Source: an optimization exercise on an open RTL-to-GDS flow (aim: small area, a short achievable clock period and few clock cycles per item). Production flows keep margins and buffers that such runs may drop. At most, simulation tests tie the RTL to the original design; equivalence was not proved. Function not checked in run 6: the RTL went through the layout flow alone. Power figures rest on the tool's default switching activity, not on a simulated workload.

==> design/flow/design.v <==
module HP_FP_Pipelined_Adder (  
	input clk,
	input rst,
	input [15:0] in1,
	input [15:0] in2,
	input enable,
	output reg done,
	output [15:0] sum
);
	function automatic [14:0] skadd14(input [13:0] a, input [13:0] b, input ci);
		reg [13:0] g, p, G, P;
		integer i, l, j;
		begin
			g = a & b; p = a ^ b;
			G = g; P = p;
			G[0] = g[0] | (p[0] & ci);
			for (l = 0; l < 4; l = l + 1)
				for (i = 0; i < 14; i = i + 1)
					if ((i >> l) & 1) begin
						j = ((i >> l) << l) - 1;
						G[i] = G[i] | (P[i] & G[j]);
						P[i] = P[i] & P[j];
					end
			skadd14 = {G[13], p ^ {G[12:0], ci}};
		end
	endfunction
	reg busy;
	reg [18:0] R;
	wire [15:0] x1 = R[15:0];
	wire [15:0] x2 = in2;
	wire [4:0] e1 = x1[14:10];
	wire [4:0] e2 = x2[14:10];
	wire [10:0] ma1 = {|x1[14:0], x1[9:0]};
	wire [10:0] ma2 = {|x2[14:0], x2[9:0]};
	wire [5:0] d12 = {1'b0, e1} - {1'b0, e2};
	wire [4:0] d21 = e2 - e1;
	wire gt = d12[5];                  
	wire eq = (e1 == e2);
	wire [4:0] d = gt ? d21 : d12[4:0];
	wire swap = gt | (eq & (x2[9:0] > x1[9:0]));
	wire [10:0] mb = swap ? ma2 : ma1;
	wire [10:0] msr = swap ? ma1 : ma2;
	wire [4:0] eb = gt ? e2 : e1;
	wire [12:0] ms = {msr, 2'b00} >> d;
	wire sub = x1[15] ^ x2[15];
	wire [14:0] fc = skadd14({1'b0, mb, 2'b00}, {1'b0, ms} ^ {14{sub}}, sub);
	wire [13:0] f = fc[13:0];
	wire sb = swap ? x2[15] : x1[15];
	wire [4:0] er = R[17:13];
	wire [13:0] fr = {R[12:0], 1'b0};
	wire nz = |R[12:0];
	reg [13:0] lim;
	integer k;
	always @(*) for (k = 0; k < 14; k = k + 1) lim[k] = (er == 5'd12 - k);
	wire [13:0] mm = fr | lim;
	reg [3:0] t;
	integer i;
	always @(*) begin
		t = 4'd0;
		for (i = 0; i < 14; i = i + 1)
			if (mm[i]) t = 4'd13 - i[3:0];
	end
	wire [13:0] ns = fr << t;
	wire [4:0] en = nz ? (er + 5'd1 - {1'b0, t}) : 5'd0;
	assign sum = {R[18] & nz, en, ns[12:3]};
	always @(posedge clk) begin
		if (busy) R <= {sb, eb, f[13:1]};
		else if (enable) R[15:0] <= in1;
	end
	always @(posedge clk) begin
		if (rst) begin
			busy <= 1'b0;
			done <= 1'b0;
		end else if (busy) begin
			busy <= 1'b0;
			done <= 1'b1;
		end else if (enable) begin
			busy <= 1'b1;
			done <= 1'b0;
		end
	end
endmodule
==> design/flow/flow/run.sh <==
#!/bin/bash
# Standard layout, but the port buffers use a small fast buffer instead of the
# default delay-buffer cell.
set -euo pipefail
export BUFFER_PORTS_ARGS="-buffer_cell sky130_fd_sc_hd__buf_2"
bash standard.sh > standard.log 2>&1
==> design/flow/standard.sh <==
#!/bin/bash
# synth_recipe.tcl (not shown) runs the flow's synth.tcl, then flattens the netlist and writes it again
# the make line also repeats each setting of config.mk as NAME=value (left out here)
make -C /OpenROAD-flow-scripts/flow DESIGN_CONFIG=/design/flow/config.mk WORK_HOME=/design/flow/orfs CLKGATE_MAP_FILE= SYNTH_SCRIPT=/design/flow/synth_recipe.tcl "${@:-finish}"
==> design/flow/config.mk <==
export PLATFORM = sky130hd
export DESIGN_NAME = HP_FP_Pipelined_Adder
export DESIGN_NICKNAME = HP_FP_Pipelined_Adder
export VERILOG_FILES = /design/flow/design.v
export SDC_FILE = /design/flow/constraint.sdc
export NUM_CORES = 4
export LEC_CHECK = 0
export ABC_AREA = 1
export CAP_MARGIN = 20
export CORE_MARGIN = 2
export CORE_UTILIZATION = 40
export SETUP_SLACK_MARGIN = 0.5
export SLEW_MARGIN = 20
==> design/flow/constraint.sdc <==
create_clock -name core_clock -period 6.0 [get_ports {clk}]
set_input_delay 1.2000 -clock core_clock [delete_from_list [all_inputs] [get_ports {clk}]]
set_output_delay 1.2000 -clock core_clock [all_outputs]
set_load 0.01 [all_outputs]
==> flow_summary.ini, run 1 <==
[synth]
synth_area_mm2 = 0.00379
ys_types = 36
yosysTopAreaCellShare = 0.180
synth-edff-count = 19
syn_inst = 618
ys_ff_latch = 21
syn_avg_cell_area_um2 = 6.14
yosys.area.top_type = nand2_1
ys_seq_area_frac = 0.161
synthTopCellsByArea = nand2_1 (18%), edfxtp_1 (15%), nand3_1 (14%), ha_1 (13%), inv_1 (6.4%)
syn_nets = 697
async_reset_ff_frac = 0
synth-warning-count = 1
synth_flop_cell = edfxtp_1

[floorplanning]
row_count = 35
start_util = 0.410
dieHeight_um = 101
die_area_mm2 = 0.0103
die_width_um = 101
io_pins = 52
core_area_mm2 = 0.00924

[finish]
diodes = 0
syn2layout_area_growth_pct = 14.6
final_area_mm2 = 0.00435
final_layout_size_suffix_gt1_frac = 0.136
n_fill_cell = 1023
layout.nets = 748

[setup_path]
timing.setup.critical_path_class = in2reg
path_buf_inv = 3
path_cells = buf_2 -> ha_2 -> nand4_1 -> or2_1 -> nand3_4 -> mux2i_2 -> xor2_4 -> buf_4 -> a21oi_2 -> nand2_1 -> nand2_1 -> nand2_1 -> ha_1 -> a21oi_1 -> nand2_1 -> nand3_1 -> nand2_1 -> a21o_1 -> a21oi_2 -> inv_1 -> fa_1 -> xnor2_1 -> o21ai_0
worstPathMaxFanout = 12
cp-start-kind = input pin
rrSetupSlack_ns = 1.24
cp-end-kind = flop
rr_endpoint = R[8]
cpLargestDelayFamily = adder cells
crit_top_cell = nand2_1
arrival_ns = 5.14
max_stage_delay_ns = 0.42
timing.reg2reg.worst_path_depth = 23
regToRegStartpoint = R[13]
required_ns = 5.98
slowest_stage = ha_2

[timing]
fmax_mhz = 194
setup_violations = 0
finalHoldViolCount = 0
maxSlewHeadroom = 0.474
finalSetupTns_ns = 0
period_needed_ns = 5.16
worst_pin_slew_ns = 0.788
min_period_over_period = 0.860
slew_viol_final = 0
rsz0062_at_grt = yes
finClkSkew_ns = 0.0101

[cts]
cts_tree = done
path_clk_slew_ns = 0.08
h-tree-depth = 1
clockBufferDepth = 2
ctsHoldBuffers = 0
cts_made_buffers = 3
clock_sinks = 21
clockRootBuffer = clkbuf_8
clock_latency_ns = 0.26

[detailed_routing]
vias = 4240
antenna_left = 0
dr.pass1.iters = 7
wl_um = 11900
avgViaCountPerCell = 5.32
drc = 0
wl_per_cell_um = 14.9
first_iter_violations = 332

[min_path]
hold_depth = 2
min-delay-start = done
min_path_type = reg2reg
hold_end = done

[grt]
grt_pass1_vias = 3801
grt_antenna_before_repair = 0
overflow = 0
grt_usage = 0.226
grt_max_degree = 31
grt_pass1_wl_um = 18500

[place]
placed_cell_area_mm2 = 0.00418
routabilityCongestion = 0.944
hpwl_um = 9550
io_buffer_count = 51

[run_status]
outcome = no timing/DRC/antenna violations

[power_and_ir_drop]
power_per_cell_area_mw_per_mm2 = 335
p_leak_uw = 0.00222
worst_ir_drop_vdd_mv = 0.169

[flow_run]
maxCapViolations = 0
## worst max-delay path by stage
| stage | from | cells past startpoint | slack (ns) | to |
|---|---|---|---|---|
| after global placement | in2[14] | 24 | 0.21 | R[8] |
| after floorplan | in2[14] | 31 | 1.05 | R[12] |
| final | in2[12] | 23 | 0.84 | R[8] |
| after global routing | in2[7] | 27 | 0.43 | R[8] |
| after CTS | in2[14] | 32 | 0.52 | R[12] |
| after detailed placement | in2[14] | 24 | 0.14 | R[8] |
## cells by family (layout without fill, tap and decap cells)
group	after synthesis	count (layout)	synth area share
xor+xnor	23	23	0.0571
simple gates	354	355	0.410
mux	1	1	0.00363
compound gates	86	86	0.120
buf+inv	89	138	0.0911
flops	21	21	0.161
fa+ha+maj	44	44	0.157
## per-layer routing
layer	global-route usage	wire length, um	vias up
met5	0	0	-
met4	0.0437	133	0
met3	0.0152	614	10
met2	0.382	5450	139
met1	0.320	5670	1916
li1	-	-	2175
## worst reg2reg max path: stages (launching register included)
cell	delay, ns
edfxtp_1	0.50
inv_1	0.13
ha_1	0.44
nand4_1	0.11
or2_1	0.29
nand3_4	0.19
mux2i_2	0.39
xor2_4	0.18
buf_4	0.17
a21oi_2	0.15
nand2_1	0.07
nand2_1	0.05
nand2_1	0.05
ha_1	0.31
a21oi_1	0.15
nand2_1	0.10
nand3_1	0.07
nand2_1	0.08
a21o_1	0.20
a21oi_2	0.16
inv_1	0.07
fa_1	0.37
xnor2_1	0.15
o21ai_0	0.08
## cell usage after synthesis, types with 2 or more instances
cell type / instances
nand2_1: 182
nand3_1: 108
inv_1: 65
o21ai_0: 40
ha_1: 38
a21oi_1: 32
nor2_1: 32
edfxtp_1: 19
nand4_1: 13
xnor2_1: 11
clkbuf_1: 10
xor2_1: 10
buf_2: 9
nor3_1: 9
fa_1: 6
a21o_1: 3
inv_2: 3
nand2_2: 3
o21ai_1: 3
a31oi_1: 2
dfxtp_1: 2
nor4_1: 2
o211ai_1: 2
xor2_2: 2
## sequential cells by signal, indices dropped and copies added, names as in the netlist
register	flops
R	19
busy	1
done	1
## final cells by class
class	count	area (um^2)	share of cell area
timing repair buffer	65	360	0.0829
multi-input combinational	509	2910	0.669
clock inverter	1	5.00	0.00115
tap	129	161	0.0371
sequential	21	611	0.140
inverter	69	262	0.0601
clock buffer	3	41.3	0.00950
## power by group
group	leakage (uW)	total, uW	internal [uW]	switching [uW]
clock	0.0000255	93.0	46.2	46.8
combinational	0.00199	1130	431	702
sequential	0.000205	231	190	40.9
total	0.00222	1460	667	789
## cells in the final DEF (no fill, tap or decap), types with 2 or more instances in the layout
| master | synthesis | routed |
|---|---|---|
| a21o_1 | 3 | 3 |
| nand2_1 | 182 | 181 |
| nor2_1 | 32 | 32 |
| inv_2 | 3 | 3 |
| o21ai_1 | 3 | 4 |
| inv_1 | 65 | 64 |
| nand3_1 | 108 | 107 |
| nor4_1 | 2 | 2 |
| a21oi_2 | 0 | 3 |
| clkbuf_8 | 0 | 3 |
| buf_2 | 9 | 51 |
| edfxtp_1 | 19 | 19 |
| ha_1 | 38 | 36 |
| o21ai_0 | 40 | 39 |
| nand3_2 | 1 | 3 |
| a21oi_1 | 32 | 29 |
| xor2_4 | 0 | 2 |
| o211ai_1 | 2 | 2 |
| xor2_1 | 10 | 10 |
| buf_4 | 0 | 14 |
| a31oi_1 | 2 | 2 |
| nor3_1 | 9 | 9 |
| dfxtp_1 | 2 | 2 |
| nand4_1 | 13 | 13 |
| nand2_2 | 3 | 3 |
| fa_1 | 6 | 6 |
| xnor2_1 | 11 | 11 |
## metrics by stage
stage	setup slack (ns)	std cells	power (uW)	hold slack, ns	utilization
2_1_floorplan	1.05	618	1010	0.477	-
6_report	0.840	797	1460	0.454	0.471
3_5_place_dp	0.140	785	1300	0.446	0.452
3_3_place_gp	0.207	785	1300	0.445	0.452
5_1_grt	0.433	797	1610	0.481	0.471
4_1_cts	0.516	789	1400	0.458	0.457
## repair_timing
| item | 4_1_cts | 5_1_grt |
|---|---|---|
| gates resized for setup | 1 | 13 |
| setup buffers | 0 | 7 |
| pin swaps | 0 | 4 |
| setup endpoints to repair | 4 | 6 |
| gates cloned | 0 | 1 |
Testbench counts, summed over its fixed seeds: cycles 6,400, items 3,200.
==> run 2: changes to the inputs <==
==> design/flow/flow/run.sh (replaced) <==
#!/bin/bash
# Standard layout, but the port buffers use a small fast buffer instead of the
# default delay-buffer cell.
set -euo pipefail
export BUFFER_PORTS_ARGS="-buffer_cell sky130_fd_sc_hd__buf_1"
bash standard.sh > standard.log 2>&1
==> run 2 against run 1 <==
- utilization is 0.58 points lower
- register-to-register slack improved by 0.07 ns
- first-iteration DRC count fell by 25%
- count of clock-buffer cells in the layout unchanged
- power fell by 0.12%
- hold slack gained 0.0067 ns
==> flow_summary.ini, run 2 <==
[run_status]
outcome = no timing/DRC/antenna violations

[finish]
fin_util = 0.465
final_common_cell = nand2_1
final_cell_mix = nand2_1 (181), nand3_1 (106), inv_1 (64)
top_regs = R (19), busy (1), done (1)
final_layout_size_suffix_gt1_frac = 0.0602
largest-register = R
final_area_mm2 = 0.00429
syn2layout_area_growth_pct = 13.2
largest_reg_flops = 19
layout.nets = 745
diodes = 0

[setup_path]
rrSetupSlack_ns = 1.31
cp-start-kind = input pin
arrival_ns = 5.09
regToRegStartpoint = R[13]
cp-startpoint = in2[12]
timing.setup.critical_path_class = in2reg
rr_endpoint = R[8]
cp-end-kind = flop
required_ns = 5.98
timing.reg2reg.worst_path_depth = 26
worstPathMaxFanout = 10

[place]
hpwl_um = 9660
routabilityCongestion = 0.934
placed_cell_area_mm2 = 0.00411
post-place-ws_ns = 0.165
io_buffer_count = 51

[synth]
yosysTopAreaCellShare = 0.180
syn_avg_cell_area_um2 = 6.14
yosysMostFrequentCell = nand2_1
yosys.area.top_type = nand2_1
async_reset_ff_frac = 0
synth-warning-count = 1
ys_ff_latch = 21
synth_area_mm2 = 0.00379
synth-edff-count = 19
syn_inst = 618
syn_nets = 697
synthTopCellsByArea = nand2_1 (18%), edfxtp_1 (15%), nand3_1 (14%), ha_1 (13%), inv_1 (6.4%)
synth_flop_cell = edfxtp_1
ys_types = 36
ys_seq_area_frac = 0.161
synth_commonest_cells = nand2_1 (182), nand3_1 (108), inv_1 (65), o21ai_0 (40), ha_1 (38)

[detailed_routing]
first_iter_violations = 249
wl_per_cell_um = 15.1
dr.pass1.iters = 4
avgViaCountPerCell = 5.25
wl_um = 12000
antenna_left = 0
vias = 4168
drc = 0

[timing]
rsz0062_at_grt = no
slew_viol_final = 0
worst_pin_slew_ns = 0.789
setup_slack_ns = 0.890
setup_violations = 0
period_needed_ns = 5.11
finClkSkew_ns = 0.00564
maxSlewHeadroom = 0.474
fmax_mhz = 196
finalHoldViolCount = 0
min_period_over_period = 0.852
finalSetupTns_ns = 0

[cts]
clock_sinks = 21
clockRootBuffer = clkbuf_8
clock_latency_ns = 0.26
ctsHoldBuffers = 0
cts_tree = done
cts_made_buffers = 3
h-tree-depth = 1
path_clk_slew_ns = 0.08
clockBufferDepth = 2

[power_and_ir_drop]
p_leak_uw = 0.00207
finalPower_uw = 1450
worst_ir_drop_vdd_mv = 0.190
power_per_cell_area_mw_per_mm2 = 339

[flow_run]
maxCapViolations = 0

[floorplanning]
io_pins = 52
start_util = 0.410
core_area_mm2 = 0.00924
row_count = 35
die_width_um = 101
die_area_mm2 = 0.0103
dieHeight_um = 101

[grt]
grt_usage = 0.238
overflow = 0
grt_pass1_vias = 3813
grt_max_degree = 31
grt_antenna_before_repair = 0
grt_pass1_wl_um = 19300

[min_path]
min-delay-start = done
hold_end = done
hold_depth = 2
min_path_type = reg2reg
==> run 2: layout make-up <==
cell class	instances	area (um^2)
fill	1043	4950
clock buffer	3	41.3
timing repair buffer	62	287
multi-input combinational	509	2930
sequential	21	611
inverter	69	262
tap	129	161
clock inverter	1	5.00
==> run 2: where the power goes <==
| group | internal [uW] | total [uW] | leakage (uW) | switching, uW |
|---|---|---|---|---|
| registers | 190 | 231 | 0.000205 | 41.2 |
| logic | 418 | 1130 | 0.00184 | 711 |
| clock network | 46.3 | 94.4 | 0.0000255 | 48.1 |
==> run 2: through the flow <==
stage               std cells  hold WS (ns)
floorplan                 618         0.477
global placement          785         0.451
detailed placement        785         0.453
CTS                       789         0.466
global route              794         0.504
finish                    794         0.461
==> run 2: timing repair <==
action	in CTS	in global routing
gates resized for setup	2	16
cloned	0	1
pin swaps	0	4
setup buffers	0	4
setup endpoints to repair	3	6
==> run 2: cell families (layout without fill, tap and decap cells) <==
kind of cell,after synthesis,after routing,synth area share
AOI/OAI and AO/OA,86,86,0.120
xor gates and xnor gates,23,23,0.0571
adders and majority gates,44,44,0.157
buffers and inverters,89,135,0.0911
DFF,21,21,0.161
muxes,1,1,0.00363
and+or+nand+nor,354,355,0.410
==> run 2: worst max path at each step <==
stage | endpoint | slack, ns | depth (start not counted)
after floorplan | R[12] | 1.05 | 31
after global placement | R[8] | 0.18 | 24
after detailed placement | R[12] | 0.16 | 30
after CTS | R[12] | 0.56 | 30
after global routing | R[12] | 0.53 | 34
final | R[8] | 0.89 | 26
==> run 2: worst max-delay path, stage by stage <==
cell and delay [ns]:
buf_1 0.11, ha_2 0.43, nand4_1 0.11, or2_1 0.29, nand3_4 0.17, buf_4 0.16, mux2i_4 0.29, xor2_4 0.23
inv_2 0.07, nand2_1 0.07, nor2_1 0.05, nand2_2 0.07, nand3_1 0.09, nand2_1 0.08, nand2_1 0.06, ha_1 0.27
nand3_1 0.08, nand2_1 0.09, nand3_1 0.07, nand2_1 0.08, a21o_1 0.19, a21oi_2 0.17, inv_1 0.07, fa_1 0.37
xnor2_1 0.15, o21ai_0 0.08
==> run 2: metal layers <==
metal | global-route usage | vias to the layer above | routed length (um)
li1 | - | 2168 | -
met1 | 0.356 | 1856 | 5880
met2 | 0.382 | 133 | 5400
met3 | 0.00897 | 11 | 568
met4 | 0.0468 | 0 | 154
met5 | 0 | - | 0
==> run 3: changes to the inputs <==
--- a/design/flow/config.mk
+++ b/design/flow/config.mk
@@ -9,5 +9,5 @@
 export CAP_MARGIN = 20
 export CORE_MARGIN = 2
 export CORE_UTILIZATION = 40
-export SETUP_SLACK_MARGIN = 0.5
+export SETUP_SLACK_MARGIN = 0.7
 export SLEW_MARGIN = 20
==> run 3 against run 2 <==
- sequential share of layout area down 0.92 points
- clock skew down 0.00088 ns
- utilization up 3.2 points
- critical path depth down 2
- maximum frequency up 0.27%
- register-to-register slack worse by 0.04 ns
- clock power about the same
- area after synthesis unchanged
- first-iteration DRC count up 29%
- wire length up 5.8%
- critical endpoint unchanged
- largest cell class unchanged
- highest routed layer unchanged
==> flow_summary.ini, run 3 <==
[run_status]
outcome = no timing/DRC/antenna violations

[cts]
clock_latency_ns = 0.26
cts_tree = done
ctsHoldBuffers = 0
h-tree-depth = 1
clock_sinks = 21
clockRootBuffer = clkbuf_8
clockBufferDepth = 2
path_clk_slew_ns = 0.08
cts_made_buffers = 3

[timing]
worst_pin_slew_ns = 0.785
slew_viol_final = 0
finalSetupTns_ns = 0
finalHoldViolCount = 0
rsz0062_at_grt = yes
min_period_over_period = 0.849
fmax_mhz = 196
maxSlewHeadroom = 0.476
setup_violations = 0
finClkSkew_ns = 0.00475
period_needed_ns = 5.10

[synth]
async_reset_ff_frac = 0
synth_area_mm2 = 0.00379
synth-warning-count = 1
syn_avg_cell_area_um2 = 6.14
syn_nets = 697
ys_ff_latch = 21
yosys.area.top_type = nand2_1
ys_types = 36
syn_inst = 618
yosysMostFrequentCell = nand2_1
ys_seq_area_frac = 0.161
synth-edff-count = 19
yosysTopAreaCellShare = 0.180
synth_flop_cell = edfxtp_1
synthTopCellsByArea = nand2_1 (18%), edfxtp_1 (15%), nand3_1 (14%), ha_1 (13%), inv_1 (6.4%)
synth_commonest_cells = nand2_1 (182), nand3_1 (108), inv_1 (65), o21ai_0 (40), ha_1 (38)

[finish]
fin_util = 0.497
final_area_mm2 = 0.00459
final_common_cell = nand2_1
top_regs = R (19), busy (1), done (1)
diodes = 0
largest_reg_flops = 19
layout.nets = 751
largest-register = R
syn2layout_area_growth_pct = 21.0
n_fill_cell = 1012
final_layout_size_suffix_gt1_frac = 0.140
final_cell_mix = nand2_1 (161), nand3_1 (89), inv_1 (64)

[grt]
grt_usage = 0.239
grt_antenna_before_repair = 0
overflow = 0
grt_max_degree = 31
grt_pass1_vias = 3844
grt_pass1_wl_um = 19400

[floorplanning]
die_area_mm2 = 0.0103
row_count = 35
core_area_mm2 = 0.00924
start_util = 0.410
dieHeight_um = 101
io_pins = 52
die_width_um = 101

[setup_path]
worstPathMaxFanout = 6
required_ns = 5.99
cp-end-kind = flop
cp-start-kind = input pin
timing.reg2reg.worst_path_depth = 24
arrival_ns = 5.08
timing.setup.critical_path_class = in2reg

[min_path]
min_path_type = reg2reg
hold_depth = 2

[detailed_routing]
avgViaCountPerCell = 5.41
dr.pass1.iters = 5
wl_um = 12700
antenna_left = 0
first_iter_violations = 320
wl_per_cell_um = 15.9
drc = 0
vias = 4328

[place]
routabilityCongestion = 0.934
hpwl_um = 9660
placed_cell_area_mm2 = 0.00411
io_buffer_count = 51

[power_and_ir_drop]
worst_ir_drop_vdd_mv = 0.191
p_leak_uw = 0.00216
power_per_cell_area_mw_per_mm2 = 342

[flow_run]
maxCapViolations = 0
==> run 3: report_power, final <==
| part | internal, uW | switching [uW] | total (uW) |
|---|---|---|---|
| Combinational | 469 | 776 | 1250 |
| Clock | 46.3 | 48.2 | 94.5 |
| Sequential | 190 | 41.5 | 232 |
==> run 3: worst paths after layout <==
| kind | start | to | slack, ns |
|---|---|---|---|
| setup / recovery | in2[9] | R[8] | 0.90 |
| hold / removal | done | done | 0.46 |
| setup reg to reg | R[3] | R[8] | 1.27 |
| hold reg to reg | done | done | 0.46 |
==> run 3: kinds of logic (layout without fill, tap and decap cells) <==
logic type / Yosys count / in the layout / synth area share
mux: 1 / 1 / 0.00363
fa+ha+maj: 44 / 44 / 0.157
flops: 21 / 21 / 0.161
buf+inv: 89 / 139 / 0.0911
compound gates: 86 / 86 / 0.120
simple gates: 354 / 357 / 0.410
xor+xnor: 23 / 23 / 0.0571
==> run 3: per-layer routing <==
layer	vias up	part of all wire	track usage
met1	1991	0.47	0.356
met4	0	0.021	0.0499
li1	2179	-	-
met5	-	0	0
met3	22	0.047	0.00966
met2	136	0.46	0.386
==> run 3: critical path, stage by stage <==
cell and delay, ns:
buf_1 0.11, ha_1 0.32, nand2_2 0.08, nor2_4 0.10, nand4_1 0.12, o211ai_1 0.26
nand3_2 0.25, buf_6 0.22, nand3_2 0.07, nand3_1 0.09, nand2_2 0.13, nand2_1 0.09
nand3_1 0.10, nand3_1 0.10, xor2_1 0.16, ha_1 0.36, a21oi_2 0.16, nand2_2 0.08
a21o_1 0.21, a21oi_2 0.18, inv_1 0.07, fa_1 0.37, xnor2_1 0.15, o21ai_0 0.08
==> run 3: layout make-up <==
class | instances | area [um^2] | share of cell area
clock buffer | 3 | 41.3 | 0.00899
clock inverter | 1 | 5.00 | 0.00109
inverter | 69 | 262 | 0.0570
multi-input combinational | 511 | 3180 | 0.693
sequential | 21 | 611 | 0.133
tap | 129 | 161 | 0.0352
timing repair buffer | 66 | 328 | 0.0714
==> run 3: through the flow <==
stage | hold WS (ns) | total power [uW] | cells | worst slack [ns]
final | 0.461 | 1570 | 800 | 0.904
after global routing | 0.504 | 1720 | 800 | 0.553
after CTS | 0.466 | 1420 | 791 | 0.712
after detailed placement | 0.453 | 1300 | 785 | 0.165
after global placement | 0.451 | 1290 | 785 | 0.183
after floorplan | 0.477 | 1010 | 618 | 1.05
==> run 3: timing repair <==
action | in CTS | in global routing
resized for setup | 4 | 73
gates cloned | 1 | 3
setup endpoints to repair | 5 | 8
buffers inserted | 1 | 6
pin swaps | 2 | 26
==> run 4: changes to the inputs <==
--- a/design/flow/config.mk
+++ b/design/flow/config.mk
@@ -9,5 +9,5 @@
 export CAP_MARGIN = 20
 export CORE_MARGIN = 2
 export CORE_UTILIZATION = 40
-export SETUP_SLACK_MARGIN = 0.7
+export SETUP_SLACK_MARGIN = 0.3
 export SLEW_MARGIN = 20
==> run 4 against run 3 <==
- still clean on timing, DRC and antenna
- wire length fell by 5.5%
- design area shrank 8.0%
- combinational power down 12%
- via count shrank 3.6%
- utilization shrank 4.0 points
- sequential share of layout area grew 1.2 points
- non-clock buffer count fell by 6
==> flow_summary.ini, run 4 <==
[finish]
top_regs = R (19), busy (1), done (1)
layout.nets = 743
final_layout_size_suffix_gt1_frac = 0.0483
diodes = 0
final_cell_mix = nand2_1 (181), nand3_1 (108), inv_1 (64)
final_area_mm2 = 0.00423
largest-register = R
multi_input_area_mm2 = 0.00289
seq_area_um2 = 611
syn2layout_area_growth_pct = 11.4
n_fill_cell = 1047
largest_reg_flops = 19
final_common_cell = nand2_1

[floorplanning]
start_util = 0.410
die_width_um = 101
dieHeight_um = 101
io_pins = 52
core_area_mm2 = 0.00924
die_area_mm2 = 0.0103
row_count = 35

[timing]
fmax_mhz = 190
setup_violations = 0
finalHoldViolCount = 0
rsz0062_at_grt = no
finClkSkew_ns = 0.00576
worst_pin_slew_ns = 0.806
finalSetupTns_ns = 0
slew_viol_final = 0
maxSlewHeadroom = 0.462
period_needed_ns = 5.26
min_period_over_period = 0.877

[grt]
grt_pass1_vias = 3813
grt_pass1_wl_um = 19200
grt_max_degree = 31
grt_antenna_before_repair = 0
grt_usage = 0.237
overflow = 0

[synth]
async_reset_ff_frac = 0
synth_commonest_cells = nand2_1 (182), nand3_1 (108), inv_1 (65), o21ai_0 (40), ha_1 (38)
ys_seq_area_frac = 0.161
yosysMostFrequentCell = nand2_1
syn_nets = 697
ys_types = 36
yosysTopAreaCellShare = 0.180
ys_ff_latch = 21
synth-warning-count = 1
synthTopCellsByArea = nand2_1 (18%), edfxtp_1 (15%), nand3_1 (14%), ha_1 (13%), inv_1 (6.4%)
yosys.area.top_type = nand2_1
synth-edff-count = 19
synth_flop_cell = edfxtp_1
syn_inst = 618
synth_area_mm2 = 0.00379
syn_avg_cell_area_um2 = 6.14

[detailed_routing]
avgViaCountPerCell = 5.27
drc = 0
wl_um = 12000
antenna_left = 0
vias = 4171
dr.pass1.iters = 5
wl_per_cell_um = 15.2
first_iter_violations = 258

[setup_path]
crit_top_cell = nand2_1
rr_endpoint = R[8]
arrival_ns = 5.24
required_ns = 5.98
max_stage_delay_ns = 0.47
regToRegStartpoint = R[13]
timing.setup.critical_path_class = in2reg
slowest_stage = ha_2
cp-end-kind = flop
timing.reg2reg.worst_path_depth = 23
rrSetupSlack_ns = 1.21
cp-start-kind = input pin
worstPathMaxFanout = 14
path_cells = buf_1 -> inv_1 -> ha_2 -> nand4_1 -> or2_1 -> nand3_4 -> mux2i_2 -> xor2_4 -> buf_4 -> a21oi_1 -> nand2_1 -> nand2_1 -> nand2_1 -> ha_1 -> a21oi_1 -> nand2_1 -> nand3_1 -> nand2_1 -> a21o_1 -> a21oi_1 -> inv_1 -> fa_1 -> xnor2_1 -> o21ai_0

[power_and_ir_drop]
worst_ir_drop_vdd_mv = 0.193
power_per_cell_area_mw_per_mm2 = 337
p_leak_uw = 0.00205

[flow_run]
maxCapViolations = 0

[cts]
clock_latency_ns = 0.26
clockBufferDepth = 2
path_clk_slew_ns = 0.08
clockRootBuffer = clkbuf_8
cts_made_buffers = 3
h-tree-depth = 1
clock_sinks = 21
ctsHoldBuffers = 0
cts_tree = done

[place]
hpwl_um = 9660
routabilityCongestion = 0.934
placed_cell_area_mm2 = 0.00411
io_buffer_count = 51

[min_path]
hold_depth = 2
min-delay-start = done
hold_end = done
min_path_type = reg2reg

[run_status]
outcome = no timing/DRC/antenna violations
-- run 4: cell counts after synthesis --
No cell type changed its count.
-- run 4: worst max-delay path by stage --
stage                  from     to  slack [ns]  cells after the start
floorplan           in2[14]  R[12]        1.05                     31
global placement    in2[14]   R[8]        0.18                     24
detailed placement  in2[14]  R[12]        0.16                     30
CTS                 in2[14]  R[12]        0.44                     30
global route        in2[14]  R[12]        0.33                     29
finish              in2[14]   R[8]        0.74                     24
-- run 4: repair_timing --
| action | 4_1_cts | 5_1_grt |
|---|---|---|
| endpoints found under the setup margin | 0 | 6 |
| buffers inserted | 0 | 2 |
| resized for setup | 0 | 9 |
-- run 4: cell families (layout without fill, tap and decap cells) --
| logic type | count (synthesis) | count (layout) | synth area share |
|---|---|---|---|
| and+or+nand+nor | 354 | 355 | 0.410 |
| adders and majority gates | 44 | 44 | 0.157 |
| muxes | 1 | 1 | 0.00363 |
| buffers and inverters | 89 | 133 | 0.0911 |
| AOI/OAI and AO/OA | 86 | 86 | 0.120 |
| xor gates and xnor gates | 23 | 23 | 0.0571 |
| DFF | 21 | 21 | 0.161 |
-- run 4: per-stage QoR --
| stage | hold WS [ns] | cells | setup slack (ns) | power, uW | utilization |
|---|---|---|---|---|---|
| floorplan | 0.477 | 618 | 1.05 | 1010 | - |
| global placement | 0.451 | 785 | 0.183 | 1290 | 0.445 |
| CTS | 0.466 | 789 | 0.437 | 1390 | 0.450 |
| detailed placement | 0.453 | 785 | 0.165 | 1300 | 0.445 |
| finish | 0.461 | 792 | 0.740 | 1420 | 0.457 |
| global route | 0.504 | 792 | 0.334 | 1580 | 0.457 |
-- run 4: critical path: cells and delay by family --
kind                       cells  cell delay [ns]
buffers and inverters          4             0.38
xor gates and xnor gates       2             0.28
muxes                          1             0.39
AOI/OAI and AO/OA              5             0.79
and+or+nand+nor                9             1.03
adders and majority gates      3             1.15
-- run 4: area by class of cell --
cell class                 count  share of cell area
clock buffer                   3             0.00977
clock inverter                 1             0.00118
inverter                      69              0.0622
multi-input combinational    509               0.683
sequential                    21               0.145
tap                          129              0.0382
timing repair buffer          60              0.0613
-- run 4: per-layer routing --
layer | GRT usage | part of all wire | wire, um
met1 | 0.356 | 0.48 | 5800
met2 | 0.381 | 0.45 | 5410
met3 | 0.00897 | 0.054 | 647
met4 | 0.0468 | 0.013 | 151
met5 | 0 | 0 | 0
-- run 4: report_power, final --
group	switching (uW)	total (uW)	internal, uW
clock	48.6	95.0	46.3
combinational	697	1100	400
sequential	41.0	231	190
==> run 5: changes to the inputs <==
--- a/design/flow/config.mk
+++ b/design/flow/config.mk
@@ -9,5 +9,6 @@
 export CAP_MARGIN = 20
 export CORE_MARGIN = 2
 export CORE_UTILIZATION = 40
-export SETUP_SLACK_MARGIN = 0.3
+export CTS_CLUSTER_SIZE = 30
+export SETUP_SLACK_MARGIN = 0.5
 export SLEW_MARGIN = 20
==> run 5 against run 4 <==
- still clean on timing, DRC and antenna
- global-route usage is essentially flat
- area after synthesis unchanged
- utilization is 0.74 points higher
- largest cell class unchanged
==> flow_summary.ini, run 5 <==
[run_status]
outcome = no timing/DRC/antenna violations

[detailed_routing]
wl_per_cell_um = 15.1
dr.pass1.iters = 4
drc = 0
vias = 4168
avgViaCountPerCell = 5.25
first_iter_violations = 249
antenna_left = 0
wl_um = 12000

[finish]
diodes = 0
final_layout_size_suffix_gt1_frac = 0.0602
syn2layout_area_growth_pct = 13.2
top_regs = R (19), busy (1), done (1)
largest_reg_flops = 19
layout.nets = 745
final_common_cell = nand2_1
seq_area_um2 = 611
final_area_mm2 = 0.00429
multi_input_area_mm2 = 0.00293
n_fill_cell = 1043
largest-register = R
fin_util = 0.465
final_cell_mix = nand2_1 (181), nand3_1 (106), inv_1 (64)

[grt]
grt_max_degree = 31
grt_antenna_before_repair = 0
grt_pass1_wl_um = 19300
grt_usage = 0.238
grt_pass1_vias = 3813
overflow = 0

[place]
io_buffer_count = 51
routabilityCongestion = 0.934
hpwl_um = 9660
placed_cell_area_mm2 = 0.00411

[timing]
rsz0062_at_grt = no
worst_pin_slew_ns = 0.789
finClkSkew_ns = 0.00564
slew_viol_final = 0
finalSetupTns_ns = 0
maxSlewHeadroom = 0.474
fmax_mhz = 196
period_needed_ns = 5.11
min_period_over_period = 0.852
finalHoldViolCount = 0
setup_violations = 0

[setup_path]
required_ns = 5.98
slowest_stage = ha_2
timing.setup.critical_path_class = in2reg
crit_top_cell = nand2_1
cpLargestDelayFamily = simple AND/OR/NAND/NOR gates
cp-start-kind = input pin
worstPathMaxFanout = 10
path_buf_inv = 4
cp-end-kind = flop
arrival_ns = 5.09
max_stage_delay_ns = 0.43

[flow_run]
maxCapViolations = 0

[synth]
syn_nets = 697
synth-edff-count = 19
syn_inst = 618
yosysTopAreaCellShare = 0.180
ys_seq_area_frac = 0.161
synth_area_mm2 = 0.00379
syn_avg_cell_area_um2 = 6.14
synth_flop_cell = edfxtp_1
ys_ff_latch = 21
async_reset_ff_frac = 0
ys_types = 36
yosys.area.top_type = nand2_1
yosysMostFrequentCell = nand2_1
synthTopCellsByArea = nand2_1 (18%), edfxtp_1 (15%), nand3_1 (14%), ha_1 (13%), inv_1 (6.4%)
synth-warning-count = 1
synth_commonest_cells = nand2_1 (182), nand3_1 (108), inv_1 (65), o21ai_0 (40), ha_1 (38)

[floorplanning]
start_util = 0.410
core_area_mm2 = 0.00924
dieHeight_um = 101
row_count = 35
die_width_um = 101
io_pins = 52
die_area_mm2 = 0.0103

[cts]
path_clk_slew_ns = 0.08
clockBufferDepth = 2
clock_sinks = 21
cts_tree = done
h-tree-depth = 1
clockRootBuffer = clkbuf_8
cts_made_buffers = 3
clock_latency_ns = 0.26

[power_and_ir_drop]
finalPower_uw = 1450
power_per_cell_area_mw_per_mm2 = 339
p_leak_uw = 0.00207
worst_ir_drop_vdd_mv = 0.190

[min_path]
min_path_type = reg2reg
## run 5: final cells by class
cell class | count | area share
multi-input combinational | 509 | 0.682
sequential | 21 | 0.142
timing repair buffer | 62 | 0.0667
inverter | 69 | 0.0609
tap | 129 | 0.0376
clock buffer | 3 | 0.00962
clock inverter | 1 | 0.00117
## run 5: layer usage
layer | vias up | global-route usage | part of all wire
met3 | 11 | 0.00897 | 0.047
met2 | 133 | 0.382 | 0.45
li1 | 2168 | - | -
met1 | 1856 | 0.356 | 0.49
met4 | 0 | 0.0468 | 0.013
met5 | - | 0 | 0
## run 5: per-stage QoR
step | hold slack, ns | instances | setup WS (ns)
global route | 0.504 | 794 | 0.528
finish | 0.461 | 794 | 0.890
detailed placement | 0.453 | 785 | 0.165
global placement | 0.451 | 785 | 0.183
CTS | 0.466 | 789 | 0.560
floorplan | 0.477 | 618 | 1.05
## run 5: power breakdown
group	total (uW)	internal [uW]	leakage, uW	switching (uW)
sequential	231	190	0.000205	41.2
clock	94.4	46.3	0.0000255	48.1
combinational	1130	418	0.00184	711
total	1450	654	0.00207	800
## run 5: worst register-to-register path, stage by stage (launching register included)
cell and delay, ns:
edfxtp_1 0.50, inv_1 0.12, ha_1 0.44, nand4_1 0.12, or2_1 0.29, nand3_4 0.17, buf_4 0.16, mux2i_4 0.29
xor2_4 0.23, inv_2 0.07, nand2_1 0.07, nor2_1 0.05, nand2_2 0.07, nand3_1 0.09, nand2_1 0.08, nand2_1 0.06
ha_1 0.27, nand3_1 0.08, nand2_1 0.09, nand3_1 0.07, nand2_1 0.08, a21o_1 0.19, a21oi_2 0.17, inv_1 0.07
fa_1 0.37, xnor2_1 0.15, o21ai_0 0.08
## run 5: kinds of logic after synthesis
family          share of synthesized area
flops                               0.161
mux                               0.00363
buf+inv                            0.0911
xor+xnor                           0.0571
compound gates                      0.120
simple gates                        0.410
fa+ha+maj                           0.157
## run 5: worst paths after layout
check	slack, ns	cells past startpoint	endpoint	from
setup / recovery	0.89	26	R[8]	in2[12]
hold / removal	0.46	2	done	done
setup reg to reg	1.31	26	R[8]	R[13]
hold reg to reg	0.46	2	done	done
## run 5: repair_timing
action	4_1_cts	5_1_grt
setup endpoints to repair	3	6
buffers inserted	0	4
gates cloned	0	1
pin swaps	0	4
gates resized for setup	2	16
hold buffers	0	0
==> run 6: changes to the inputs <==
--- a/design/flow/design.v
+++ b/design/flow/design.v
@@ -41,9 +41,10 @@
 	wire [10:0] mb = swap ? ma2 : ma1;
 	wire [10:0] msr = swap ? ma1 : ma2;
 	wire [4:0] eb = gt ? e2 : e1;
-	wire [12:0] ms = {msr, 2'b00} >> d;
 	wire sub = x1[15] ^ x2[15];
-	wire [14:0] fc = skadd14({1'b0, mb, 2'b00}, {1'b0, ms} ^ {14{sub}}, sub);
+	wire signed [13:0] msi = {sub, {msr, 2'b00} ^ {13{sub}}};
+	wire [13:0] msx = msi >>> d;
+	wire [14:0] fc = skadd14({1'b0, mb, 2'b00}, msx, sub);
 	wire [13:0] f = fc[13:0];
 	wire sb = swap ? x2[15] : x1[15];
 	wire [4:0] er = R[17:13];
==> design/flow/flow/run.sh (replaced) <==
#!/bin/bash
# Standard layout, but the port buffers use a small fast buffer instead of the
# default delay-buffer cell.
set -euo pipefail
export BUFFER_PORTS_ARGS="-buffer_cell sky130_fd_sc_hd__buf_2"
bash standard.sh > standard.log 2>&1
--- a/design/flow/config.mk
+++ b/design/flow/config.mk
@@ -9,6 +9,5 @@
 export CAP_MARGIN = 20
 export CORE_MARGIN = 2
 export CORE_UTILIZATION = 40
-export CTS_CLUSTER_SIZE = 30
 export SETUP_SLACK_MARGIN = 0.5
 export SLEW_MARGIN = 20
==> run 6 against run 5 <==
- utilization fell by 0.11 points
- flip-flop and latch count unchanged
- design area is 5.0% higher
- setup slack gained 0.012 ns
- clock power shrank 2%
- critical path depth up 5
- maximum frequency is 0.24% higher
- sequential power increased by 8%
- sequential share of layout area down 0.68 points
==> flow_summary.ini, run 6 <==
[power_and_ir_drop]
power_per_cell_area_mw_per_mm2 = 379
p_leak_uw = 0.00241
finalPower_uw = 1710
worst_ir_drop_vdd_mv = 0.235

[timing]
setup_violations = 0
setup_slack_ns = 0.902
finClkSkew_ns = 0.00563
finalHoldViolCount = 0
rsz0062_at_grt = no
period_needed_ns = 5.10
min_period_over_period = 0.850
maxSlewHeadroom = 0.464
fmax_mhz = 196
slew_viol_final = 0
worst_pin_slew_ns = 0.803
finalSetupTns_ns = 0

[floorplanning]
start_util = 0.410
core_area_mm2 = 0.00973
dieHeight_um = 104
io_pins = 52
die_area_mm2 = 0.0108
die_width_um = 104
row_count = 36

[synth]
ys_ff_latch = 21
async_reset_ff_frac = 0
ys_seq_area_frac = 0.153
yosys.area.top_type = nand2_1
syn_inst = 670
synth-edff-count = 19
ys_types = 37
syn_nets = 749
synth_flop_cell = edfxtp_1
synthTopCellsByArea = nand2_1 (20%), nand3_1 (16%), edfxtp_1 (14%), ha_1 (12%), inv_1 (7.1%)
synth_commonest_cells = nand2_1 (209), nand3_1 (126), inv_1 (75), ha_1 (38), o21ai_0 (37)
synth-warning-count = 1
yosysTopAreaCellShare = 0.197
syn_avg_cell_area_um2 = 5.95
synth_area_mm2 = 0.00399
yosysMostFrequentCell = nand2_1

[place]
routabilityCongestion = 0.908
hpwl_um = 10300
io_buffer_count = 51
post-place-ws_ns = 0.363

[detailed_routing]
wl_um = 12800
dr.pass1.iters = 6
antenna_left = 0
avgViaCountPerCell = 5.39
wl_per_cell_um = 15.2
drc = 0
vias = 4551
first_iter_violations = 360

[setup_path]
arrival_ns = 5.09
crit_top_cell = nand2_1
timing.setup.critical_path_class = in2reg
required_ns = 5.99
cp-end-kind = flop
worstPathMaxFanout = 9
cp-start-kind = input pin
slowest_stage = fa_1
max_stage_delay_ns = 0.40

[flow_run]
maxCapViolations = 0

[grt]
grt_pass1_vias = 4144
grt_usage = 0.237
overflow = 0
grt_max_degree = 31
grt_pass1_wl_um = 20900
grt_antenna_before_repair = 0

[cts]
clock_latency_ns = 0.26
h-tree-depth = 1
cts_tree = done
cts_made_buffers = 3
clockBufferDepth = 2
clock_sinks = 21
path_clk_slew_ns = 0.08
clockRootBuffer = clkbuf_8

[finish]
n_fill_cell = 1089
top_regs = R (19), busy (1), done (1)
syn2layout_area_growth_pct = 13.2
diodes = 0
final_layout_size_suffix_gt1_frac = 0.128
layout.nets = 791
final_common_cell = nand2_1
final_cell_mix = nand2_1 (208), nand3_1 (126), inv_1 (75)
largest_reg_flops = 19
largest-register = R

[min_path]
min_path_type = reg2reg

[run_status]
outcome = no timing/DRC/antenna violations
-- run 6: cell families (layout without fill, tap and decap cells) --
logic type	Yosys count	after routing	synth area share
xor gates and xnor gates	15	15	0.0367
adders and majority gates	44	44	0.149
and+or+nand+nor	394	395	0.428
buffers and inverters	107	147	0.111
DFF	21	21	0.153
AOI/OAI and AO/OA	89	89	0.122
-- run 6: path summary, 6_finish.rpt --
check,depth (start not counted),startpoint,to,slack [ns]
worst min register to register,2,done,done,0.47
worst max register to register,33,R[3],R[8],1.28
worst max-delay path,31,in2[10],R[8],0.90
worst min-delay path,2,done,done,0.47
-- run 6: per-layer routing --
layer / vias to the layer above / GRT usage / part of all wire
met5: - / 0 / 0
met4: 0 / 0.0608 / 0.019
met3: 22 / 0.0183 / 0.077
met2: 195 / 0.383 / 0.44
met1: 2032 / 0.342 / 0.46
li1: 2302 / - / -
-- run 6: timing repair --
action                     in CTS  in global routing
hold buffers                    0                  0
setup endpoints to repair       0                  6
buffers inserted                0                  1
resized for setup               0                 21
-- run 6: stage by stage --
stage | instance area, um^2 | instances | utilization | hold WS (ns)
2_1_floorplan | 3990 | 670 | - | 0.477
3_3_place_gp | 4330 | 837 | 0.445 | 0.440
3_5_place_dp | 4330 | 837 | 0.445 | 0.465
4_1_cts | 4380 | 841 | 0.450 | 0.477
5_1_grt | 4510 | 844 | 0.464 | 0.500
6_report | 4510 | 844 | 0.464 | 0.469
-- run 6: cell type report --
| type | instances | area [um^2] | area share |
|---|---|---|---|
| clock buffers | 3 | 41.3 | 0.00915 |
| clock inverters | 1 | 5.00 | 0.00111 |
| inverters | 82 | 308 | 0.0682 |
| multi-input cells | 543 | 3010 | 0.668 |
| flip-flops and latches | 21 | 611 | 0.135 |
| well taps | 133 | 166 | 0.0369 |
| repair buffers | 61 | 368 | 0.0816 |
-- run 6: where the power goes --
part	switching, uW	internal (uW)	total, uW
logic	848	522	1370
clock network	46.2	46.3	92.5
registers	54.4	195	249
total	948	763	1710
-- run 6: worst max-delay path: cells and delay by family --
kind / cells / cell delay (ns)
and+or+nand+nor: 17 / 1.54
adders and majority gates: 3 / 1.06
AOI/OAI and AO/OA: 6 / 0.71
buffers and inverters: 4 / 0.41
xor gates and xnor gates: 1 / 0.14
==> run 7: changes to the inputs <==
--- a/design/flow/design.v
+++ b/design/flow/design.v
@@ -7,13 +7,12 @@
 	output reg done,
 	output [15:0] sum
 );
-	function automatic [14:0] skadd14(input [13:0] a, input [13:0] b, input ci);
+	function automatic [13:0] skaddx14(input [13:0] a, input [13:0] b, input x);
 		reg [13:0] g, p, G, P;
 		integer i, l, j;
 		begin
 			g = a & b; p = a ^ b;
 			G = g; P = p;
-			G[0] = g[0] | (p[0] & ci);
 			for (l = 0; l < 4; l = l + 1)
 				for (i = 0; i < 14; i = i + 1)
 					if ((i >> l) & 1) begin
@@ -21,7 +20,7 @@
 						G[i] = G[i] | (P[i] & G[j]);
 						P[i] = P[i] & P[j];
 					end
-			skadd14 = {G[13], p ^ {G[12:0], ci}};
+			skaddx14 = (p ^ {14{x}}) ^ {G[12:0], 1'b0};
 		end
 	endfunction
 	reg busy;
@@ -41,11 +40,9 @@
 	wire [10:0] mb = swap ? ma2 : ma1;
 	wire [10:0] msr = swap ? ma1 : ma2;
 	wire [4:0] eb = gt ? e2 : e1;
+	wire [12:0] ms = {msr, 2'b00} >> d;
 	wire sub = x1[15] ^ x2[15];
-	wire signed [13:0] msi = {sub, {msr, 2'b00} ^ {13{sub}}};
-	wire [13:0] msx = msi >>> d;
-	wire [14:0] fc = skadd14({1'b0, mb, 2'b00}, msx, sub);
-	wire [13:0] f = fc[13:0];
+	wire [13:0] f = skaddx14({1'b0, mb, 2'b00} ^ {14{sub}}, {1'b0, ms}, sub);
 	wire sb = swap ? x2[15] : x1[15];
 	wire [4:0] er = R[17:13];
 	wire [13:0] fr = {R[12:0], 1'b0};
==> design/flow/flow/run.sh (replaced) <==
#!/bin/bash
# Standard layout, but the port buffers use a small fast buffer instead of the
# default delay-buffer cell.
set -euo pipefail
export BUFFER_PORTS_ARGS="-buffer_cell sky130_fd_sc_hd__buf_1"
bash standard.sh > standard.log 2>&1
==> run 7 against run 6 <==
- still clean on timing, DRC and antenna
- via count shrank 3.8%
- design area shrank 4.4%
- synthesized cell count shrank 3.3%
- clock power grew 12%
- power shrank 16%
- die area grew 0.41%
- critical path depth shrank 6
- highest routed layer unchanged
- largest cell class unchanged
- wire length shrank 4.9%
==> flow_summary.ini, run 7 <==
[place]
routabilityCongestion = 1.02
io_buffer_count = 51
hpwl_um = 9930

[cts]
path_clk_slew_ns = 0.09
h-tree-depth = 1
cts_made_buffers = 3
cts_setup_buffers = 0
cts.repair.resized = 0
ctsHoldBuffers = 0
clockRootBuffer = clkbuf_8
clock_latency_ns = 0.28
cts_tree = done
clockBufferDepth = 2
clock_sinks = 21

[grt]
grt_usage = 0.223
grt_pass1_wl_um = 19700
grt_pass1_vias = 3959
grt_max_degree = 36
overflow = 0
grt_antenna_before_repair = 0

[finish]
top_regs = R (19), busy (1), done (1)
largest_reg_flops = 19
layout.nets = 760
final_common_cell = nand2_1
final_cell_mix = nand2_1 (170), inv_1 (90), nand3_1 (54)
diodes = 0
largest-register = R
final_layout_size_suffix_gt1_frac = 0.0542
syn2layout_area_growth_pct = 7.69

[synth]
synth-edff-count = 19
ys_types = 46
yosys.area_share.simple = 0.361
synth_top_family_by_area = simple AND/OR/NAND/NOR gates
syn_avg_cell_area_um2 = 6.18
syn_inst = 648
ys_ff_latch = 21
yosysTopAreaCellShare = 0.159
ys_seq_area_frac = 0.153
yosysMostFrequentCell = nand2_1
synth_area_mm2 = 0.00400
synth_fa_ha_area_frac = 0.134
synth_commonest_cells = nand2_1 (170), inv_1 (90), nand3_1 (54), o21ai_0 (52), nor2_1 (47)
synth-warning-count = 1
syn_nets = 724
synth_flop_cell = edfxtp_1
yosys.area.top_type = nand2_1
synth-compound-area-share = 0.163
synth-xor-area-share = 0.0722
async_reset_ff_frac = 0
synthMuxAreaShare = 0
synthTopCellsByArea = nand2_1 (16%), edfxtp_1 (14%), ha_1 (12%), inv_1 (8.4%), nand3_1 (6.8%)

[power_and_ir_drop]
power_per_cell_area_mw_per_mm2 = 332
clkPwrFrac = 0.072
p_switching_uw = 809
p_int_uw = 620
p_leak_uw = 0.00217
seqPwrFrac = 0.152
worst_ir_drop_vdd_mv = 0.223
swShare = 0.566
power_frac_comb = 0.775

[detailed_routing]
first_iter_violations = 303
wl_per_cell_um = 15.0
antenna_left = 0
drc = 0
vias = 4378
dr.pass1.iters = 6
wl_um = 12200
avgViaCountPerCell = 5.37

[timing]
fin_hold_ws_ns = 0.477
finalHoldViolCount = 0
finalSetupTns_ns = 0
worst_pin_slew_ns = 0.769
setup_violations = 0
min_period_over_period = 0.841
rsz0062_at_grt = no
slew_viol_final = 0
maxSlewHeadroom = 0.486
period_needed_ns = 5.04
finClkSkew_ns = 0.00345
fmax_mhz = 198

[setup_path]
arrival_ns = 5.08
worstPathMaxFanout = 25
required_ns = 6.04
cp-end-kind = flop
cp-start-kind = input pin
timing.setup.critical_path_class = in2reg
rrSetupSlack_ns = 1.35

[floorplanning]
core_area_mm2 = 0.00973
dieHeight_um = 104
io_pins = 52
die_width_um = 104
die_area_mm2 = 0.0108
start_util = 0.412
row_count = 36

[min_path]
min_path_type = reg2reg

[flow_run]
maxCapViolations = 0

[run_status]
outcome = no timing/DRC/antenna violations
run 7: cell types whose count changed after synthesis, sizes merged, moves of 5 or more:
cell and change:
nand3b +7, a21oi +5, o211ai -5, xor2 +21
nand3 -70, a31oi +6, nor2 +11, o21ai +12
inv +15, nor3 +7, nand2 -31
run 7: metrics by stage:
stage	worst slack (ns)	power [uW]	std cells	instance area, um^2	util
global route	0.504	1580	816	4310	0.443
global placement	0.762	1300	812	4260	0.438
finish	0.956	1430	816	4310	0.443
floorplan	1.43	1070	648	4000	-
detailed placement	0.705	1310	812	4260	0.438
CTS	0.986	1420	816	4310	0.443
run 7: logic make-up after synthesis:
group | count (synthesis)
simple gates | 321
buf+inv | 118
compound gates | 114
fa+ha+maj | 41
xor+xnor | 33
flops | 21
run 7: routing by layer:
| metal | wire, um | GRT usage | part of all wire |
|---|---|---|---|
| met1 | 5570 | 0.312 | 0.46 |
| met2 | 5590 | 0.356 | 0.46 |
| met3 | 752 | 0.0163 | 0.062 |
| met5 | 0 | 0 | 0 |
| met4 | 300 | 0.0878 | 0.025 |
run 7: worst paths after layout:
check | start | endpoint | depth (start not counted)
worst max-delay path | in2[12] | R[9] | 25
worst min-delay path | done | done | 2
worst max register to register | R[12] | R[9] | 25
worst min register to register | done | done | 2
run 7: area by class of cell:
type                       instances  area (um^2)
clock buffer                       3         41.3
clock inverter                     1         7.51
fill                            1101         5420
inverter                          97          364
multi-input combinational        509         2920
sequential                        21          611
tap                              133          166
timing repair buffer              52          199
run 7: power groups by stage:
| stage | Combinational (uW) | Clock [uW] | Sequential, uW |
|---|---|---|---|
| global route | 1250 | 111 | 221 |
| floorplan | 868 | 0 | 206 |
| finish | 1110 | 104 | 218 |
| detailed placement | 1090 | 0 | 221 |
| global placement | 1080 | 0 | 221 |
| CTS | 1100 | 103 | 218 |
run 7: worst max-delay path, cell delays in order:
cell      delay, ns
buf_1          0.12
ha_1           0.47
nand2_2        0.09
clkinv_1       0.08
nand4_2        0.10
nand3_4        0.30
inv_2          0.14
a21oi_2        0.16
nand2_1        0.06
o21ai_1        0.07
inv_1          0.09
nor2_1         0.09
a31oi_1        0.09
o21ai_0        0.30
nor2_1         0.07
nor3_1         0.22
ha_1           0.31
a21oi_1        0.24
o21ai_0        0.11
a21oi_1        0.33
nand2_4        0.11
nand2_1        0.09
nand3_1        0.07
nand3_1        0.09
nand2_1        0.06
Testbench counts of run 7, summed over its fixed seeds: cycles 6,400, items 3,200.
==> run 8: changes to the inputs <==
--- a/design/flow/config.mk
+++ b/design/flow/config.mk
@@ -9,5 +9,5 @@
 export CAP_MARGIN = 20
 export CORE_MARGIN = 2
 export CORE_UTILIZATION = 40
-export SETUP_SLACK_MARGIN = 0.5
+export SETUP_SLACK_MARGIN = 0.8
 export SLEW_MARGIN = 20
==> run 8 against run 7 <==
- still clean
- global-route usage unchanged
- die area unchanged
- area after synthesis unchanged
- combinational power about the same
==> flow_summary.ini, run 8 <==
[synth]
async_reset_ff_frac = 0
ys_seq_area_frac = 0.153
yosysTopAreaCellShare = 0.159
synth_flop_cell = edfxtp_1
yosys.area.top_type = nand2_1
synth-warning-count = 1
synth-edff-count = 19
ys_ff_latch = 21
syn_inst = 648
syn_avg_cell_area_um2 = 6.18
synth_commonest_cells = nand2_1 (170), inv_1 (90), nand3_1 (54), o21ai_0 (52), nor2_1 (47)
synth_area_mm2 = 0.00400
ys_types = 46
syn_nets = 724
synthTopCellsByArea = nand2_1 (16%), edfxtp_1 (14%), ha_1 (12%), inv_1 (8.4%), nand3_1 (6.8%)
yosysMostFrequentCell = nand2_1

[grt]
grt_usage = 0.223
grt_max_degree = 36
grt_pass1_vias = 3959
grt_pass1_wl_um = 19700
overflow = 0
grt_antenna_before_repair = 0

[run_status]
outcome = no timing/DRC/antenna violations

[setup_path]
cp-end-kind = primary output
arrival_ns = 3.70
required_ns = 4.80
cp-start-kind = flop
worstPathMaxFanout = 12
timing.setup.critical_path_class = reg2out

[cts]
h-tree-depth = 1
cts.repair.resized = 0
clockRootBuffer = clkbuf_8
ctsHoldBuffers = 0
cts_made_buffers = 3
path_clk_slew_ns = 0.09
clock_latency_ns = 0.28
clockBufferDepth = 2
clock_sinks = 21
cts_tree = done
cts_setup_buffers = 0

[floorplanning]
core_area_mm2 = 0.00973
row_count = 36
die_width_um = 104
io_pins = 52
die_area_mm2 = 0.0108
dieHeight_um = 104
start_util = 0.412

[power_and_ir_drop]
finalPower_uw = 1440
p_leak_uw = 0.00218
worst_ir_drop_vdd_mv = 0.226
power_per_cell_area_mw_per_mm2 = 331

[timing]
period_needed_ns = 4.90
finClkSkew_ns = 0.00288
finalHoldViolCount = 0
slew_viol_final = 0
min_period_over_period = 0.817
worst_pin_slew_ns = 0.746
setup_violations = 0
fmax_mhz = 204
fin_hold_ws_ns = 0.477
finalSetupTns_ns = 0
rsz0062_at_grt = yes
maxSlewHeadroom = 0.501

[finish]
layout.nets = 761
syn2layout_area_growth_pct = 8.47
final_layout_size_suffix_gt1_frac = 0.0614
largest_reg_flops = 19
final_cell_mix = nand2_1 (169), inv_1 (90), nand3_1 (54)
largest-register = R
diodes = 0
top_regs = R (19), busy (1), done (1)
final_common_cell = nand2_1
n_fill_cell = 1100

[detailed_routing]
dr.pass1.iters = 5
drc = 0
wl_um = 12300
vias = 4397
first_iter_violations = 345
wl_per_cell_um = 15.1
antenna_left = 0
avgViaCountPerCell = 5.38

[flow_run]
maxCapViolations = 0

[place]
hpwl_um = 9930
routabilityCongestion = 1.02
io_buffer_count = 51

[min_path]
min_path_type = reg2reg
[run 8: changes by cell type in the layout (fill, tap and decap cells not counted), sizes merged]
cell	previous run	this run
nand3	59	60
[run 8: final timing paths]
check | startpoint | to | slack, ns | cells after the start
max reg2reg | R[12] | R[9] | 1.52 | 20
min reg2reg | done | done | 0.48 | 2
max | R[13] | sum[13] | 1.10 | 15
min | done | done | 0.48 | 2
[run 8: worst max-delay path: stages, from the launching register on]
cell,delay [ns]
edfxtp_1,0.53
nor2_1,0.24
inv_1,0.11
o21ai_0,0.29
inv_1,0.11
a31oi_1,0.19
o21bai_1,0.10
nand3_1,0.28
inv_1,0.25
ha_1,0.33
inv_1,0.04
ha_1,0.21
fa_1,0.38
xnor2_1,0.14
nor2_1,0.10
buf_1,0.15
[run 8: through the flow]
step           worst slack [ns]  instances  utilization  cell area (um^2)
5_1_grt                   0.787        817        0.446              4340
2_1_floorplan              1.43        648            -              4000
3_3_place_gp              0.762        812        0.438              4260
4_1_cts                   0.986        816        0.443              4310
6_report                   1.10        817        0.446              4340
3_5_place_dp              0.705        812        0.438              4260
[run 8: metal layers]
metal	vias up	routed length, um	global-route usage	share of wire
met5	-	0	0	0
met4	0	329	0.0878	0.027
met3	27	793	0.0163	0.064
met2	185	5610	0.356	0.46
met1	1986	5580	0.312	0.45
li1	2199	-	-	-
[run 8: area by class of cell]
type                    count  area [um^2]  area share
well taps                 133          166      0.0383
multi-input cells         510         2950       0.680
inverters                  97          364      0.0838
clock buffers               3         41.3     0.00951
repair buffers             52          199      0.0458
clock inverters             1         7.51     0.00173
flip-flops and latches     21          611       0.141
[run 8: where the power goes]
part / switching [uW] / leakage [uW] / total [uW] / internal (uW)
Combinational: 729 / 0.00195 / 1120 / 389
Sequential: 29.2 / 0.000205 / 218 / 188
Clock: 56.0 / 0.0000217 / 103 / 47.2
[run 8: cells by family after synthesis]
group | count (synthesis) | share of synthesized area
AO/OA/AOI/OAI | 114 | 0.163
XOR/XNOR | 33 | 0.0722
adder cells (fa/ha/maj) | 41 | 0.134
buffers and inverters | 118 | 0.117
flip-flops | 21 | 0.153
AND/OR/NAND/NOR | 321 | 0.361
==> run 9: changes to the inputs <==
--- a/design/flow/config.mk
+++ b/design/flow/config.mk
@@ -9,5 +9,5 @@
 export CAP_MARGIN = 20
 export CORE_MARGIN = 2
 export CORE_UTILIZATION = 40
-export SETUP_SLACK_MARGIN = 0.8
+export SETUP_SLACK_MARGIN = 1.3
 export SLEW_MARGIN = 20
==> run 9 against run 8 <==
- still clean
- synthesized cell count unchanged
- hold slack improved by 0.00057 ns
- first-iteration DRC count up 6.4%
==> flow_summary.ini, run 9 <==
[run_status]
outcome = no timing/DRC/antenna violations

[min_path]
hold_end = done
min-delay-start = done
hold_depth = 2
min_path_type = reg2reg

[place]
hpwl_um = 9930
dp_cells = 812
routabilityCongestion = 1.02
io_buffer_count = 51

[detailed_routing]
avgViaCountPerCell = 5.38
route.met2.wl_um = 6030
first_iter_violations = 367
vias = 4558
wl_per_cell_um = 15.4
met1Wirelength_um = 5730
top_layer = met4
antenna_left = 0
dr.pass1.iters = 5
wl_um = 13000
drc = 0
met3_length_um = 861

[power_and_ir_drop]
power_frac_comb = 0.797
worst_ir_drop_vdd_mv = 0.221
p_int_uw = 711
clkPwrFrac = 0.066
power_per_cell_area_mw_per_mm2 = 331
p_switching_uw = 871
swShare = 0.551
p_leak_uw = 0.00235
seqPwrFrac = 0.138

[setup_path]
cp-end-kind = flop
max_stage_delay_ns = 0.42
worstPathMaxFanout = 7
regToRegStartpoint = R[12]
path_cells = buf_1 -> inv_1 -> ha_1 -> inv_1 -> fa_1 -> a21oi_1 -> o21bai_1 -> o21ai_1 -> xor2_2 -> buf_4 -> inv_1 -> nand2_1 -> nor3_1 -> ha_1 -> a21oi_2 -> o21ai_0 -> a21oi_2 -> nand2_4 -> nand2_1 -> nand3_1 -> nand3_1 -> nand2_1
slowest_stage = fa_1
cp-start-kind = input pin
timing.reg2reg.worst_path_depth = 24
rrSetupSlack_ns = 1.78
rr_endpoint = R[10]
arrival_ns = 4.59
required_ns = 6.04
timing.setup.critical_path_class = in2reg

[cts]
cts_made_buffers = 3
clockRootBuffer = clkbuf_8
h-tree-depth = 1
clockBufferDepth = 2
clock_latency_ns = 0.28
cts_tree = done
ctsHoldBuffers = 0
clock_sinks = 21
path_clk_slew_ns = 0.09

[finish]
layout.nets = 791
diodes = 0
top_regs = R (19), busy (1), done (1)
syn2layout_area_growth_pct = 19.3
largest_reg_flops = 19
final_cell_mix = nand2_1 (168), inv_1 (87), nand3_1 (51)
largest-register = R
fin_cells = 847
final_common_cell = nand2_1
final_layout_size_suffix_gt1_frac = 0.143

[timing]
finalHoldViolCount = 0
slew_viol_final = 0
period_needed_ns = 4.55
finalSetupTns_ns = 0
worst_pin_slew_ns = 0.756
setup_violations = 0
maxSlewHeadroom = 0.495
rsz0062_at_grt = yes
finClkSkew_ns = 0.00304
min_period_over_period = 0.758
fmax_mhz = 220

[floorplanning]
start_util = 0.412
core_area_mm2 = 0.00973
dieHeight_um = 104
die_width_um = 104
die_area_mm2 = 0.0108
io_pins = 52
row_count = 36

[synth]
syn_avg_cell_area_um2 = 6.18
async_reset_ff_frac = 0
yosysTopAreaCellShare = 0.159
synthTopCellsByArea = nand2_1 (16%), edfxtp_1 (14%), ha_1 (12%), inv_1 (8.4%), nand3_1 (6.8%)
synth_area_mm2 = 0.00400
synth_commonest_cells = nand2_1 (170), inv_1 (90), nand3_1 (54), o21ai_0 (52), nor2_1 (47)
yosys.area.top_type = nand2_1
yosysMostFrequentCell = nand2_1
ys_types = 46
syn_nets = 724
syn_inst = 648
synth-edff-count = 19
ys_ff_latch = 21
synth_flop_cell = edfxtp_1
synth-warning-count = 1
ys_seq_area_frac = 0.153

[grt]
grt_pass1_wl_um = 20100
grt_max_degree = 36
grt_usage = 0.227
grt_pass1_vias = 4016
grt_antenna_before_repair = 0
overflow = 0

[flow_run]
maxCapViolations = 0
run 9: changes by cell type in the layout (fill, tap and decap cells not counted), moves of 4 or more:
cell and delta:
ha_4 +4, buf_4 +26, clkbuf_2 +7, a21oi_1 -5, a21oi_2 +4, o21ai_0 -4
buf_1 -7
run 9: worst max-delay path: cells and delay by family:
kind,cells,cell delay (ns)
buf+inv,5,0.54
fa+ha+maj,3,0.89
simple gates,7,0.82
compound gates,6,1.03
xor+xnor,1,0.10
run 9: what timing repair did:
item,in CTS,in global routing
setup buffers,3,24
hold endpoints to repair,0,0
endpoints found under the setup margin,12,22
pin swaps,1,13
resized for setup,11,42
gates cloned,2,2
run 9: cell families (layout without fill, tap and decap cells):
kind of cell	Yosys count	in the layout	synth area share
simple gates	321	325	0.361
xor+xnor	33	33	0.0722
buf+inv	118	180	0.117
flops	21	21	0.153
compound gates	114	114	0.163
fa+ha+maj	41	41	0.134
run 9: per-stage QoR:
stage	power, uW	hold slack [ns]	area (um^2)	worst slack (ns)	util
final	1580	0.478	4780	1.45	0.491
after global placement	1300	0.444	4260	0.762	0.438
after detailed placement	1310	0.470	4260	0.705	0.438
after CTS	1450	0.482	4410	1.32	0.453
after global routing	1740	0.523	4780	1.23	0.491
after floorplan	1070	0.477	4000	1.43	-
run 9: power groups by stage:
| stage | Combinational [uW] | Clock (uW) | Sequential [uW] |
|---|---|---|---|
| after global routing | 1400 | 112 | 220 |
| after floorplan | 868 | 0 | 206 |
| after global placement | 1080 | 0 | 221 |
| final | 1260 | 104 | 218 |
| after CTS | 1130 | 103 | 218 |
| after detailed placement | 1090 | 0 | 221 |
run 9: how the worst max path moves through the flow:
stage                 end  slack (ns)  cells past startpoint     from
finish              R[10]        1.45                     22  in2[10]
global route         R[9]        1.23                     22  in2[10]
CTS                 R[10]        1.32                     25  in2[12]
detailed placement   R[9]        0.71                     23  in2[12]
global placement     R[8]        0.76                     21  in2[12]
floorplan            R[9]        1.43                     24  in2[12]
run 9: layout make-up:
| type | count | area, um^2 |
|---|---|---|
| inverter | 97 | 370 |
| clock buffer | 3 | 41.3 |
| fill | 1056 | 4950 |
| sequential | 21 | 611 |
| clock inverter | 1 | 7.51 |
| timing repair buffer | 79 | 423 |
| tap | 133 | 166 |
| multi-input combinational | 513 | 3160 |
run 9: per-layer routing:
metal,global-route usage,up-vias
met5,0,-
met4,0.0936,0
met3,0.0182,37
met2,0.364,188
met1,0.316,2069
li1,-,2264

-- what the ideal ports hide --
How much do the figures lean on ideal ports? The routed layouts below were timed once more, with nothing changed but the port constraints. Step 1 sets driving cells, clkbuf_16 on the clock port and buf_2 on the other inputs (assumed; they add their load-dependent delay and slew). Step 2 also shifts input and output timing later by t, the mid clock arrival at the registers, as if the neighbouring blocks saw the same clock. Three values: ideal ports, drivers, drivers and shift; two values: the first two.
| run | t (ns) | setup slack, ns | latest minus earliest clock arrival (ns) | cell pins on the clock port's net |
|---|---|---|---|---|
| run 1 | 0.280 | 0.840 / 0.845 / 0.565 | 0.010 / 0.010 | 1 |
| run 2 | 0.283 | 0.890 / 0.889 / 0.606 | 0.005 / 0.006 | 1 |
| run 3 | 0.283 | 0.904 / 0.907 / 0.623 | 0.004 / 0.005 | 1 |
| run 4 | 0.284 | 0.740 / 0.739 / 0.455 | 0.005 / 0.006 | 1 |
| run 5 | 0.283 | 0.890 / 0.889 / 0.606 | 0.005 / 0.006 | 1 |
| run 6 | 0.284 | 0.902 / 0.907 / 0.623 | 0.006 / 0.006 | 1 |
| run 7 | 0.301 | 0.956 / 0.959 / 0.658 | 0.004 / 0.004 | 1 |
| run 8 | 0.300 | 1.098 / 1.071 / 0.836 | 0.003 / 0.003 | 1 |
| run 9 | 0.301 | 1.452 / 1.455 / 1.154 | 0.003 / 0.003 | 1 |
After both steps setup and hold are still met in every run listed.
